Background: an optimization exercise with open tools, aiming at small area. Do not read the settings as production practice.
The RTL was checked by simulation tests, not by an equivalence proof against the original design.
Power figures rest on the tool's default switching activity, not on a simulated workload.

// TamaguchiUpdateNewPro
module TamaguchiUpdateNewPro(
    input boton_jugar,
    input boton_alimentar,
    input sensor_luz,
    input boton_curar,
    input echo,
    input rst_neg,
    input clk,
    input boton_acelerar,
    output trigger,
    output [6:0] segment,
    output [1:0] anodos,
    output rs,
    output rw,
    output enable,
    output [7:0] data,
    output prb
);
==> module BCDtoSSeg, before the edit <==
module BCDtoSSeg (input [3:0] BCD, output [6:0] SSeg);
wire [3:0] b = BCD;
assign SSeg[6] = (b[0] & ~b[1] & ~b[2] & ~b[3]) | (~b[0] & ~b[1] & b[2]);
assign SSeg[5] = (b[0] & ~b[1] & b[2]) | (~b[0] & b[1] & b[2]);
assign SSeg[4] = (~b[0] & b[1] & ~b[2]);
assign SSeg[3] = (b[0] & ~b[1] & ~b[2] & ~b[3]) | (~b[0] & ~b[1] & b[2]) | (b[0] & b[1] & b[2]);
assign SSeg[2] = (b[0]) | (~b[1] & b[2]);
assign SSeg[1] = (b[0] & ~b[2] & ~b[3]) | (b[1] & ~b[2]) | (b[0] & b[1]);
assign SSeg[0] = (~b[1] & ~b[2] & ~b[3]) | (b[0] & b[1] & b[2]);
endmodule
==> module Temporizador7seg, before the edit <==
module Temporizador7seg (
    input clk,
    input reset,
    input fast_button,
    output [1:0] an,
    output [6:0] sseg,
    output reg bandera
);
    reg [3:0] BCD;
    reg [5:0] counter_seg;    
    reg fast_q;               
    reg freq;
    reg [5:0] segundero;      
    wire wrap = fast_q ? (counter_seg > 6'd10) : (counter_seg[5] & counter_seg[3] & counter_seg[0]);
    wire freq_rise = wrap & ~freq;
    wire seg59 = ~segundero[0] & ~segundero[1] & ~segundero[3] & segundero[4] & ~segundero[5];
    wire seg60 = ~segundero[0] & ~segundero[1] & ~segundero[2] & ~segundero[4] & segundero[5];
    always @(posedge clk) begin
        if (reset | wrap) counter_seg <= 6'd0;
        else counter_seg <= counter_seg + 6'd1;
        if (!wrap) fast_q <= fast_button;
        if (reset) freq <= 1'b0;
        else freq <= freq ^ wrap;
    end
    always @(posedge clk) begin
        if (reset) begin
            segundero <= 6'd0;
            BCD <= 4'd9;
            bandera <= 1'b0;
        end else if (freq_rise) begin
            if (seg60) begin
                segundero <= 6'd0;
                BCD <= (BCD == 4'd0) ? 4'd9 : BCD - 4'd1;
            end else begin
                segundero <= {segundero[4:0], ~(segundero[5] ^ segundero[4])};
                bandera <= seg59 & (BCD == 4'd0);
            end
        end
    end
    assign an = 2'b10;
    BCDtoSSeg visualizador (.BCD(BCD), .SSeg(sseg));
endmodule
clock: 10.0 ns
lec_check: 0
cap_margin: 20
core_margin: 2
core_utilization: 65
place_density: 0.75
slew_margin: 20
standard.sh (not shown) runs the stock make flow with config.mk's settings and CLKGATE_MAP_FILE= SYNTH_SCRIPT=/design/flow/synth_recipe.tcl, a recipe that flattens the netlist after the stock synthesis.
==> flow/flow/run.sh <==
#!/bin/bash
# Own flow: the standard layout, with three changes:
#  - synthesis maps the logic with an area-oriented ABC script (flow/area.abc)
#    instead of ORFS's abc script; everything before ABC (and so every register,
#    its name and cell) is the standard synthesis;
#  - port buffers are buf_1 (every input and output still gets one);
#  - CTS builds the clock tree from clkbuf_8 and adds no dummy loads.
set -euo pipefail
work=$PWD
export MY_ABC_SCRIPT=$work/flow/area.abc
export FLOW_WORK=$work
sed -e "s#SYNTH_SCRIPT=[^ ]*#SYNTH_SCRIPT=$work/flow/synth.tcl#" standard.sh > $work/synth_std.sh
sed -e "s#\"\${@:-finish}\"#'BUFFER_PORTS_ARGS=-buffer_cell sky130_fd_sc_hd__buf_1' 'CTS_ARGS=-sink_clustering_enable -repair_clock_nets -dont_use_dummy_load -buf_list sky130_fd_sc_hd__clkbuf_8' \"\${@:-finish}\"#" standard.sh > $work/layout_std.sh
bash $work/synth_std.sh synth > $work/synth.log 2>&1
bash $work/layout_std.sh > $work/layout.log 2>&1
==> flow/flow/area.abc <==
strash
dc2
&get -n
&deepsyn -T 300
&put
strash
&get -n
&dch -f
&nf -R 1000
&put
==> flow/flow/synth.tcl <==
# synth_recipe.tcl with one change: ABC runs flow/area.abc in place of the
# script ORFS passes it. The other ABC arguments (liberty, dont_use, constraints)
# are kept.
proc abc {args} {
  set i [lsearch $args -script]
  if {$i >= 0} { set args [lreplace $args [expr {$i+1}] [expr {$i+1}] $::env(MY_ABC_SCRIPT)] }
  yosys abc {*}$args
}
source $::env(FLOW_WORK)/synth_recipe.tcl
Change:
--- a/flow/design.v
+++ b/flow/design.v
@@ -1,11 +1,11 @@
-module BCDtoSSeg (input [3:0] BCD, output [6:0] SSeg);
-wire [3:0] b = BCD;
-assign SSeg[6] = (b[0] & ~b[1] & ~b[2] & ~b[3]) | (~b[0] & ~b[1] & b[2]);
-assign SSeg[5] = (b[0] & ~b[1] & b[2]) | (~b[0] & b[1] & b[2]);
-assign SSeg[4] = (~b[0] & b[1] & ~b[2]);
-assign SSeg[3] = (b[0] & ~b[1] & ~b[2] & ~b[3]) | (~b[0] & ~b[1] & b[2]) | (b[0] & b[1] & b[2]);
-assign SSeg[2] = (b[0]) | (~b[1] & b[2]);
-assign SSeg[1] = (b[0] & ~b[2] & ~b[3]) | (b[1] & ~b[2]) | (b[0] & b[1]);
-assign SSeg[0] = (~b[1] & ~b[2] & ~b[3]) | (b[0] & b[1] & b[2]);
+module BCDtoSSeg (input [4:0] BCD, output [6:0] SSeg);
+wire [4:0] j = BCD;
+assign SSeg[6] = (~j[2] & j[3]) | (j[0] & j[4]);
+assign SSeg[5] = (j[2] & ~j[4]);
+assign SSeg[4] = (~j[1] & j[2]);
+assign SSeg[3] = (j[1] & ~j[2]) | (~j[2] & j[3]) | (j[0] & j[4]);
+assign SSeg[2] = (~j[0] & ~j[4]) | (j[1] & ~j[2]) | (j[1] & j[3]) | (~j[2] & j[3]);
+assign SSeg[1] = (j[1] & ~j[2]) | (~j[0] & j[3]);
+assign SSeg[0] = (j[1] & ~j[2]) | (~j[2] & j[4]);
 endmodule
 module Temporizador7seg (
@@ -17,5 +17,5 @@
     output reg bandera
 );
-    reg [3:0] BCD;
+    reg [4:0] BCD;
     reg [5:0] counter_seg;    
     reg fast_q;               
@@ -29,5 +29,5 @@
         if (reset | wrap) counter_seg <= 6'd0;
         else counter_seg <= counter_seg + 6'd1;
-        if (!wrap) fast_q <= fast_button;
+        fast_q <= fast_button;
         if (reset) freq <= 1'b0;
         else freq <= freq ^ wrap;
@@ -36,13 +36,13 @@
         if (reset) begin
             segundero <= 6'd0;
-            BCD <= 4'd9;
+            BCD <= 5'd0;
             bandera <= 1'b0;
         end else if (freq_rise) begin
             if (seg60) begin
                 segundero <= 6'd0;
-                BCD <= (BCD == 4'd0) ? 4'd9 : BCD - 4'd1;
+                BCD <= {BCD[3:0], ~BCD[4]};
             end else begin
                 segundero <= {segundero[4:0], ~(segundero[5] ^ segundero[4])};
-                bandera <= seg59 & (BCD == 4'd0);
+                bandera <= seg59 & BCD[4] & ~BCD[3];
             end
         end
After rerunning: The new run completed without violations. Hold slack got worse by 3.3 ps. Cell area shrinks by 1.9%. Maximum frequency climbs by 5.3%. Via count is lower by 3.7%. Critical path depth stays the same. Setup slack improves by 350 ps. Final cell count goes down by 1.2%. Utilization came out lower by 0.61 points. First-iteration DRC count falls by 9.5%. Clock-buffer cell count is unchanged. Sequential power went up by 7.5%. Global-route usage decreases by 0.59 points.

## afterwards: timing with drivers on the ports
In the flow no input, the clock included, has a driving cell. The finished layouts below were timed again as built, in two steps. Step 1 assumes that a clkbuf_16 drives the clock port and a buf_2 every other input. Step 2 moves the port delays by t, midway between the first and last clock arrival at a register: inputs arrive t later, outputs are due t later. That takes back most of the time a late clock gives input paths. a / b / c = ideal ports / drivers / drivers and shift; a / b = the first two.
run	shift t [ns]	setup WS [ns]	hold slack, ns	worst setup path after step 2	worst data-port slew with drivers (ns)
the first run	0.381	3.068 / 3.039 / 3.419	0.445 / 0.445 / 0.445	register to output	0.03
the second run	0.383	3.420 / 3.386 / 3.769	0.442 / 0.442 / 0.442	register to output	0.03
After both steps every run listed still meets setup and hold.
